Background: an optimization exercise with open tools, aiming at small area, a short achievable clock period and few clock cycles. Do not read the settings as production practice. At most, simulation tests tie the RTL to the original design; equivalence was not proved.

Design divider, start of the top module:
module divider (
    input div_clk, reset,
    input div,
    input div_signed,
    input [31:0] x, y,
    input use_mod,
    output [31:0] div_result,
    output div_ok
);
    localparam IDLE = 2'd0, NORM = 2'd1, ITER = 2'd2, DONE = 2'd3;
    reg  [1:0]  state;
    reg         done;
    reg  [32:0] V;       
    reg  [32:0] D;       
    reg  [31:0] A, B;    
    reg  [4:0]  cnt;
    reg         xneg, yneg, qneg, mod, sub;
    assign div_ok     = done;
    assign div_result = mod ? V[31:0] : A;
    wire        sx = div_signed & x[31];
    wire        sy = div_signed & y[31];
    wire [5:0]  xz_in, yz_in;
    wire        xall0, yall0;
    lzc32 lzx (.a(x ^ {32{sx}}), .z(xz_in), .all0(xall0));
    lzc32 lzy (.a(y ^ {32{sy}}), .z(yz_in), .all0(yall0));
    wire        xp_in = sx & ~|(~x[31:1] & x[30:0]);
    wire        yp_in = sy & ~|(~y[31:1] & y[30:0]);
    reg  [5:0]  xz, yz;
    reg         xp, yp;
    wire [6:0]  dd = {1'b0, yz} + {1'b1, ~xz} + {6'd0, xp} + {6'd0, ~yp};
    wire        trivial = dd[6] | (yz[5] & ~yp);    
    wire [32:0] Dsh = D << dd[4:0];
    wire [33:0] Tc = {V, 1'b1} + {D, sub};
    wire [32:0] T = Tc[33:1];
    wire [32:0] zs = (V ^ D) ^ {(V[31:0] | D[31:0]), 1'b0};
    wire        Z  = sub ? (V == ~D) : ~|zs;
    wire        acc = xneg ? (T[32] | Z) : ~T[32];
    wire [31:0] M = qneg ? B : A;
    always @(posedge div_clk) begin
        if (reset) begin
            state <= IDLE;
            done  <= 1'b0;
        end else begin
            case (state)
                IDLE: if (div) state <= NORM;
                NORM: if (trivial) begin
                          state <= DONE;
                          done  <= 1'b1;
                      end else
                          state <= ITER;
                ITER: if (cnt == 5'd0) begin
                          state <= DONE;
                          done  <= 1'b1;
                      end
                DONE: begin
                          state <= IDLE;
                          done  <= 1'b0;
                      end
            endcase
        end
    end
    always @(posedge div_clk) begin
        case (state)
            IDLE: begin
                V    <= {div_signed & x[31], x};
  ...
export LEC_CHECK = 0
export CAP_MARGIN = 20
export CORE_MARGIN = 2
export CORE_UTILIZATION = 40
export SETUP_SLACK_MARGIN = 4
export SLEW_MARGIN = 20
create_clock -name core_clock -period 8.0 [get_ports {div_clk}]
run.sh (not shown) runs the stock make flow with config.mk's settings and CLKGATE_MAP_FILE= SYNTH_SCRIPT=/design/flow/synth_recipe.tcl, a recipe that flattens the netlist after the stock synthesis.
The first run ran to the end with no violations.
Then changed:
--- a/flow/config.mk
+++ b/flow/config.mk
@@ -10,3 +10,3 @@
 export CORE_UTILIZATION = 40
-export SETUP_SLACK_MARGIN = 4
+export SETUP_SLACK_MARGIN = 0
 export SLEW_MARGIN = 20
The new run ran to the end with no violations.
Cell count is about the same.
Via count is lower by about 1.2%.
Wire length is lower by 1.1%.
Maximum frequency is lower by about 17%.
Worst setup slack loses 800 ps.
Worst hold slack is about the same.
Function was not checked in any run of this note: the RTL went through the layout flow alone.

========
divider, a different RTL version from the one above (not shown whole).
For scale: ~1900 cells after synthesis, about 120 flip-flops, roughly 100 I/O pins, ~0.012 mm² of cells after synthesis.
Settings: LEC_CHECK=0, ABC_AREA=1, CAP_MARGIN=20, CORE_MARGIN=2, CORE_UTILIZATION=40, CTS_BUF_LIST=sky130_fd_sc_hd__clkbuf_8, CTS_CLUSTER_SIZE=25, SETUP_SLACK_MARGIN=4.9, SLEW_MARGIN=20; clock period 8.0 ns.
standard.sh (not shown) runs the stock make flow with config.mk's settings and CLKGATE_MAP_FILE= SYNTH_SCRIPT=/design/flow/synth_recipe.tcl, a recipe that flattens the netlist after the stock synthesis.
==> flow/flow/run.sh <==
#!/bin/bash
# The standard layout, with the ports buffered by buf_2 cells instead of
# the delay cells buffer_ports picks by default. Each step's output goes to a
# log of its own.
set -euo pipefail
bash standard.sh synth > synth.log 2>&1
bash standard.sh 'BUFFER_PORTS_ARGS=-buffer_cell sky130_fd_sc_hd__buf_2' finish > layout.log 2>&1
Testbench counts at the start, summed over its fixed seeds: cycles 30,551.
Edit:
CTS_CLUSTER_DIAMETER = 60   (was default)
SETUP_SLACK_MARGIN = 4.7   (was 4.9)
The changed run passed the timing, DRC and antenna checks.
Wire length is about the same.
Area after synthesis is unchanged.
Worst hold slack improved by 0.0072 ns.
Critical path depth falls by 1.
Edit:
==> flow/flow/run.sh (replaced) <==
#!/bin/bash
# The standard layout, with the ports buffered by buf_2 cells instead of
# the delay cells buffer_ports picks by default. Each step's output goes to a
# log of its own in this folder (ORFS also keeps its per-step logs in orfs/logs).
set -euo pipefail
BUF='BUFFER_PORTS_ARGS=-buffer_cell sky130_fd_sc_hd__buf_2'
bash standard.sh synth > synth.log 2>&1
bash standard.sh "$BUF" floorplan > floorplan.log 2>&1
bash standard.sh "$BUF" place > place.log 2>&1
bash standard.sh "$BUF" cts > cts.log 2>&1
bash standard.sh "$BUF" route > route.log 2>&1
bash standard.sh "$BUF" finish > finish.log 2>&1
CTS_CLUSTER_DIAMETER = default   (was 60)
SETUP_SLACK_MARGIN = 4.6   (was 4.7)
Result:
- flip-flop and latch count is unchanged
- via count stays flat
- wire length stays flat
Edit:
==> flow/flow/run.sh (replaced) <==
#!/bin/bash
# The standard layout, with the ports buffered by buf_2 cells instead of
# the delay cells buffer_ports picks by default. Each step's output goes to a
# log of its own.
set -euo pipefail
bash standard.sh synth > synth.log 2>&1
bash standard.sh 'BUFFER_PORTS_ARGS=-buffer_cell sky130_fd_sc_hd__buf_2' finish > layout.log 2>&1
PLACE_DENSITY = 0.7   (was default)
SETUP_SLACK_MARGIN = 4.7   (was 4.6)
What happened: First-iteration DRC count came out higher by 9.5%; routed wire length came out lower by 0.47%; final area came out higher by 4.2%; utilization came out higher by 1.9 points; sequential cell count stays the same.

========
JK:
The RTL this note starts from:
==> flow/design.v <==
module divider (
    input div_clk, reset,
    input div,
    input div_signed,
    input [31:0] x, y,
    input use_mod,
    output [31:0] div_result,
    output div_ok
);
    localparam IDLE = 2'd0, NORM = 2'd1, ITER = 2'd2, DONE = 2'd3;
    reg  [1:0]  state;
    reg         done;
    reg  [32:0] V;       
    reg  [32:0] D;       
    reg  [31:0] A;       
    reg         xneg, qneg, mod, sub;
    assign div_ok     = done;
    assign div_result = mod ? V[31:0] : A;
    wire        sx = div_signed & x[31];
    wire        sy = div_signed & y[31];
    wire [31:0] xu = sx ? {~x[30:0], 1'b1} : x;
    wire [31:0] yu = sy ? {~y[31:1], 1'b1} : y;      
    wire [5:0]  xz_in, yz_in;
    wire        xall0, yall0;
    lzc32 lzx (.a(xu), .z(xz_in), .all0(xall0));
    lzc32 lzy (.a(yu), .z(yz_in), .all0(yall0));
    reg  [5:0]  ncx, cy;   
    wire [6:0]  dd = {1'b0, cy} + {1'b1, ncx} + 7'd1;   
    wire        trivial = dd[6] | cy[5];      
    wire [32:0] s1  = dd[0] ? {D[31:0],   sub}        : D;
    wire [32:0] s2  = dd[1] ? {s1[30:0],  {2{sub}}}   : s1;
    wire [32:0] s3  = dd[2] ? {s2[28:0],  {4{sub}}}   : s2;
    wire [32:0] s4  = dd[3] ? {s3[24:0],  {8{sub}}}   : s3;
    wire [32:0] Dsh = dd[4] ? {s4[16:0],  {16{sub}}}  : s4;
    wire        fast;
    msb_less lt (.a(xu), .b(yu), .lt(fast));
    wire [33:0] Tc = {1'b0, V[31:0], 1'b1} + {1'b0, D[31:0], sub};
    wire        c32 = Tc[33];
    wire [32:0] T = {V[32] ^ D[32] ^ c32, Tc[32:1]};
    wire [32:0] zs = (V ^ D) ^ {(V[31:0] | D[31:0]), 1'b0};
    wire        Z  = sub ? (V == ~D) : ~|zs;
    wire        acc = xneg ? ((V[32] ^ c32) | Z) : c32;
    always @(posedge div_clk) begin
        if (reset) begin
            state <= IDLE;
            done  <= 1'b0;
        end else begin
            case (state)
                IDLE: if (div) begin
                          if (fast) begin
                              state <= DONE;
                              done  <= 1'b1;
                          end else
                              state <= NORM;
                      end
                NORM: if (trivial) begin
                          state <= DONE;
                          done  <= 1'b1;
                      end else
                          state <= ITER;
                ITER: if (cy[4:0] == 5'd0) begin
                          state <= DONE;
                          done  <= 1'b1;
                      end
                DONE: begin
                          state <= IDLE;
                          done  <= 1'b0;
                      end
            endcase
        end
    end
    always @(posedge div_clk) begin
        xneg <= div_signed & x[31];
        sub  <= ~(div_signed & (x[31] ^ y[31]));
        mod  <= use_mod;
        ncx  <= ~xz_in;
        case (state)
            IDLE: begin
                V    <= {div_signed & x[31], x};
                D    <= {div_signed & y[31], y} ^ {33{~(div_signed & (x[31] ^ y[31]))}};
                qneg <= div_signed & (x[31] ^ y[31]);
                cy   <= yz_in;
                A    <= 32'd0;
            end
            NORM: begin
                if (qneg & acc) V <= T;
                qneg <= qneg & acc;
                A    <= {32{qneg & acc}};
                D   <= Dsh;
                cy  <= {1'b0, dd[4:0]};
            end
            default: begin
                if (acc) V <= T;
                A    <= {A[30:0], acc ^ qneg};
                D   <= {D[32], D[32:1]};
                cy  <= cy - 6'd1;
            end
        endcase
    end
endmodule
module lzc32 (
    input  [31:0] a,
    output [5:0]  z,
    output        all0
);
    wire [15:0] v1; wire [15:0] c1;           
    wire [7:0]  v2; wire [15:0] c2;           
    wire [3:0]  v3; wire [11:0] c3;           
    wire [1:0]  v4; wire [7:0]  c4;           
    genvar i;
    generate
        for (i = 0; i < 16; i = i + 1) begin : g1
            assign v1[i] = a[2*i+1] | a[2*i];
            assign c1[i] = ~a[2*i+1];
        end
        for (i = 0; i < 8; i = i + 1) begin : g2
            assign v2[i] = v1[2*i+1] | v1[2*i];
            assign c2[2*i+1:2*i] = v1[2*i+1] ? {1'b0, c1[2*i+1]} : {1'b1, c1[2*i]};
        end
        for (i = 0; i < 4; i = i + 1) begin : g3
            assign v3[i] = v2[2*i+1] | v2[2*i];
            assign c3[3*i+2:3*i] = v2[2*i+1] ? {1'b0, c2[4*i+3:4*i+2]} : {1'b1, c2[4*i+1:4*i]};
        end
        for (i = 0; i < 2; i = i + 1) begin : g4
            assign v4[i] = v3[2*i+1] | v3[2*i];
            assign c4[4*i+3:4*i] = v3[2*i+1] ? {1'b0, c3[6*i+5:6*i+3]} : {1'b1, c3[6*i+2:6*i]};
        end
    endgenerate
    assign all0 = ~(v4[1] | v4[0]);
    assign z = all0 ? 6'd32 : (v4[1] ? {2'b00, c4[7:4]} : {2'b01, c4[3:0]});
endmodule
module msb_less (
    input  [31:0] a, b,
    output        lt
);
    wire [15:0] a1, b1, l1;
    wire [7:0]  a2, b2, l2;
    wire [3:0]  a3, b3, l3;
    wire [1:0]  a4, b4, l4;
    genvar i;
    generate
        for (i = 0; i < 16; i = i + 1) begin : g1
            assign a1[i] = a[2*i+1] | a[2*i];
            assign b1[i] = b[2*i+1] | b[2*i];
            assign l1[i] = (a[2*i+1] | b[2*i+1]) ? ~a[2*i+1] : (b[2*i] & ~a[2*i]);
        end
        for (i = 0; i < 8; i = i + 1) begin : g2
            assign a2[i] = a1[2*i+1] | a1[2*i];
            assign b2[i] = b1[2*i+1] | b1[2*i];
            assign l2[i] = (a1[2*i+1] | b1[2*i+1]) ? l1[2*i+1] : l1[2*i];
        end
        for (i = 0; i < 4; i = i + 1) begin : g3
            assign a3[i] = a2[2*i+1] | a2[2*i];
            assign b3[i] = b2[2*i+1] | b2[2*i];
            assign l3[i] = (a2[2*i+1] | b2[2*i+1]) ? l2[2*i+1] : l2[2*i];
        end
        for (i = 0; i < 2; i = i + 1) begin : g4
            assign a4[i] = a3[2*i+1] | a3[2*i];
            assign b4[i] = b3[2*i+1] | b3[2*i];
            assign l4[i] = (a3[2*i+1] | b3[2*i+1]) ? l3[2*i+1] : l3[2*i];
        end
    endgenerate
    assign lt = (a4[1] | b4[1]) ? l4[1] : l4[0];
endmodule
==> flow/config.mk <==
export PLATFORM = sky130hd
export DESIGN_NAME = divider
export DESIGN_NICKNAME = divider
export VERILOG_FILES = /design/flow/design.v
export SDC_FILE = /design/flow/constraint.sdc
export NUM_CORES = 4
export LEC_CHECK = 0
export ABC_AREA = 1
export CAP_MARGIN = 20
export CORE_MARGIN = 2
export CORE_UTILIZATION = 40
export CTS_BUF_LIST = sky130_fd_sc_hd__clkbuf_8
export CTS_CLUSTER_SIZE = 25
export SETUP_SLACK_MARGIN = 4.7
export SLEW_MARGIN = 20
==> flow/constraint.sdc <==
create_clock -name core_clock -period 8.0 [get_ports {div_clk}]
set_input_delay 1.6000 -clock core_clock [delete_from_list [all_inputs] [get_ports {div_clk}]]
set_output_delay 1.6000 -clock core_clock [all_outputs]
set_load 0.01 [all_outputs]
==> flow/flow/run.sh <==
#!/bin/bash
# The standard layout, with the ports buffered by buf_2 cells instead of
# the delay cells buffer_ports picks by default, and clock tree synthesis
# without dummy loads. Each step's output goes to a log of its own in this
# folder (ORFS also keeps its per-step logs in orfs/logs).
set -euo pipefail
BUF='BUFFER_PORTS_ARGS=-buffer_cell sky130_fd_sc_hd__buf_2'
CTS='CTS_ARGS=-sink_clustering_enable -repair_clock_nets -sink_clustering_size 25 -buf_list sky130_fd_sc_hd__clkbuf_8 -dont_use_dummy_load'
bash standard.sh synth > synth.log 2>&1
bash standard.sh "$BUF" floorplan > floorplan.log 2>&1
bash standard.sh "$BUF" place > place.log 2>&1
bash standard.sh "$BUF" "$CTS" cts > cts.log 2>&1
bash standard.sh "$BUF" "$CTS" route > route.log 2>&1
bash standard.sh "$BUF" "$CTS" finish > finish.log 2>&1
Having completed the whole flow, JK delivered a layout that passed the timing, DRC and antenna checks.
Testbench counts of JK, summed over its fixed seeds: cycles 30,551.
[inputs] MS vs JK
==> flow/flow/run.sh <==
#!/bin/bash
# The standard layout, with the ports buffered by buf_2 cells instead of
# the delay cells buffer_ports picks by default. Each step's output goes to a
# log of its own.
set -euo pipefail
bash standard.sh synth > synth.log 2>&1
bash standard.sh 'BUFFER_PORTS_ARGS=-buffer_cell sky130_fd_sc_hd__buf_2' finish > layout.log 2>&1
Results
The overall routed net length was comparable across MS and JK.
Final worst setup slack (MS over JK): increase, 0.050 ns
Max smallest hold slack across MS and JK: MS
### MS -> AL
==> flow/run.sh (new file) <==
#!/bin/bash
# synth_recipe.tcl (not shown) runs the flow's synth.tcl, then flattens the netlist and writes it again
# the make line also repeats each setting of config.mk as NAME=value (left out here)
make -C /OpenROAD-flow-scripts/flow DESIGN_CONFIG=/design/flow/config.mk WORK_HOME=/design/flow/orfs CLKGATE_MAP_FILE= SYNTH_SCRIPT=/design/flow/synth_recipe.tcl finish
removed: flow/flow/run.sh
removed: flow/standard.sh
==> comparison <==
Reported for MS and AL, share of the yosys chip area belonging to registers turned out identical to the last digit. Against MS, AL reports a final core utilization that is higher. As far as hold slack is concerned, AL and MS perform about the same. Cmp MS and AL / post-layout minimum cycle time / lower: MS. AL has worst-margin pin slew below what MS had. AL gives more final cycle utilization of the critical path than MS did. AL and MS ended up with roughly the same flip-flop and latch area.
Relative to AL, the following input files were edited for TR:
Settings: swapping 4.7 for 4.8 in SETUP_SLACK_MARGIN.
==> flow/flow/run.sh (new file) <==
#!/bin/bash
# The standard layout, with the ports buffered by buf_2 cells instead of
# the delay cells buffer_ports picks by default, and clock tree synthesis
# without dummy loads. Each step's output goes to a log of its own in this
# folder (ORFS also keeps its per-step logs in orfs/logs).
set -euo pipefail
BUF='BUFFER_PORTS_ARGS=-buffer_cell sky130_fd_sc_hd__buf_2'
CTS='CTS_ARGS=-sink_clustering_enable -repair_clock_nets -sink_clustering_size 25 -buf_list sky130_fd_sc_hd__clkbuf_8 -dont_use_dummy_load'
bash standard.sh synth > synth.log 2>&1
bash standard.sh "$BUF" floorplan > floorplan.log 2>&1
bash standard.sh "$BUF" place > place.log 2>&1
bash standard.sh "$BUF" "$CTS" cts > cts.log 2>&1
bash standard.sh "$BUF" "$CTS" route > route.log 2>&1
bash standard.sh "$BUF" "$CTS" finish > finish.log 2>&1
==> flow/standard.sh (new file) <==
#!/bin/bash
# synth_recipe.tcl (not shown) runs the flow's synth.tcl, then flattens the netlist and writes it again
# the make line also repeats each setting of config.mk as NAME=value (left out here)
make -C /OpenROAD-flow-scripts/flow DESIGN_CONFIG=/design/flow/config.mk WORK_HOME=/design/flow/orfs CLKGATE_MAP_FILE= SYNTH_SCRIPT=/design/flow/synth_recipe.tcl "${@:-finish}"
removed: flow/run.sh
[summary]
TR reached the end of the flow, and the finished layout is clean on the timing, DRC and antenna checks.
Having completed the whole flow, AL delivered a layout that passed the timing, DRC and antenna checks.
AL → TR: maximum frequency from static timing analysis went up.
TR vs AL: buffering overhead down
Setup slack: TR more than AL
Delta (TR minus AL): via count -227, critical path depth went up 6.

==> what the ideal ports hide <==
In the flow no input, the clock included, has a driving cell. The finished layouts below were timed again as built, in two steps.
Step 1 (the two cells are an assumption about what drives the block):
set clk [get_ports {div_clk}]
set_driving_cell -lib_cell sky130_fd_sc_hd__clkbuf_16 $clk
set_driving_cell -lib_cell sky130_fd_sc_hd__buf_2 [delete_from_list [all_inputs] $clk]
Step 2 also shifts input and output timing later by t, the mid clock arrival at the registers, as if the neighbouring blocks saw the same clock.
Slacks: ideal ports / drivers / drivers and shift; pairs: ideal ports / drivers.
run | shift t [ns] | setup WS [ns] | worst data-port slew with drivers (ns)
the first run of note 1 | 0.508 | 4.071 / 4.098 / 3.594 | 0.06
the second run of note 1 | 0.510 | 3.273 / 3.307 / 2.797 | 0.06
the first run of note 2 | 0.511 | 4.876 / 4.876 / 4.392 | 0.18
the second run of note 2 | 0.497 | 4.808 / 4.769 / 4.358 | 0.06
the third run of note 2 | 0.500 | 4.657 / 4.657 / 4.270 | 0.06
the fourth run of note 2 | 0.522 | 4.755 / 4.705 / 4.336 | 0.06
JK | 0.495 | 4.758 / 4.758 / 4.383 | 0.06
MS | 0.497 | 4.808 / 4.769 / 4.358 | 0.06
AL | 0.514 | 4.745 / 4.766 / 4.252 | 0.05
TR | 0.501 | 4.869 / 4.836 / 4.422 | 0.06
After both steps every run listed still meets setup and hold. For AL, which loses most, drivers alone change the setup slack by +0.021 ns; drivers and shift together by -0.493 ns.
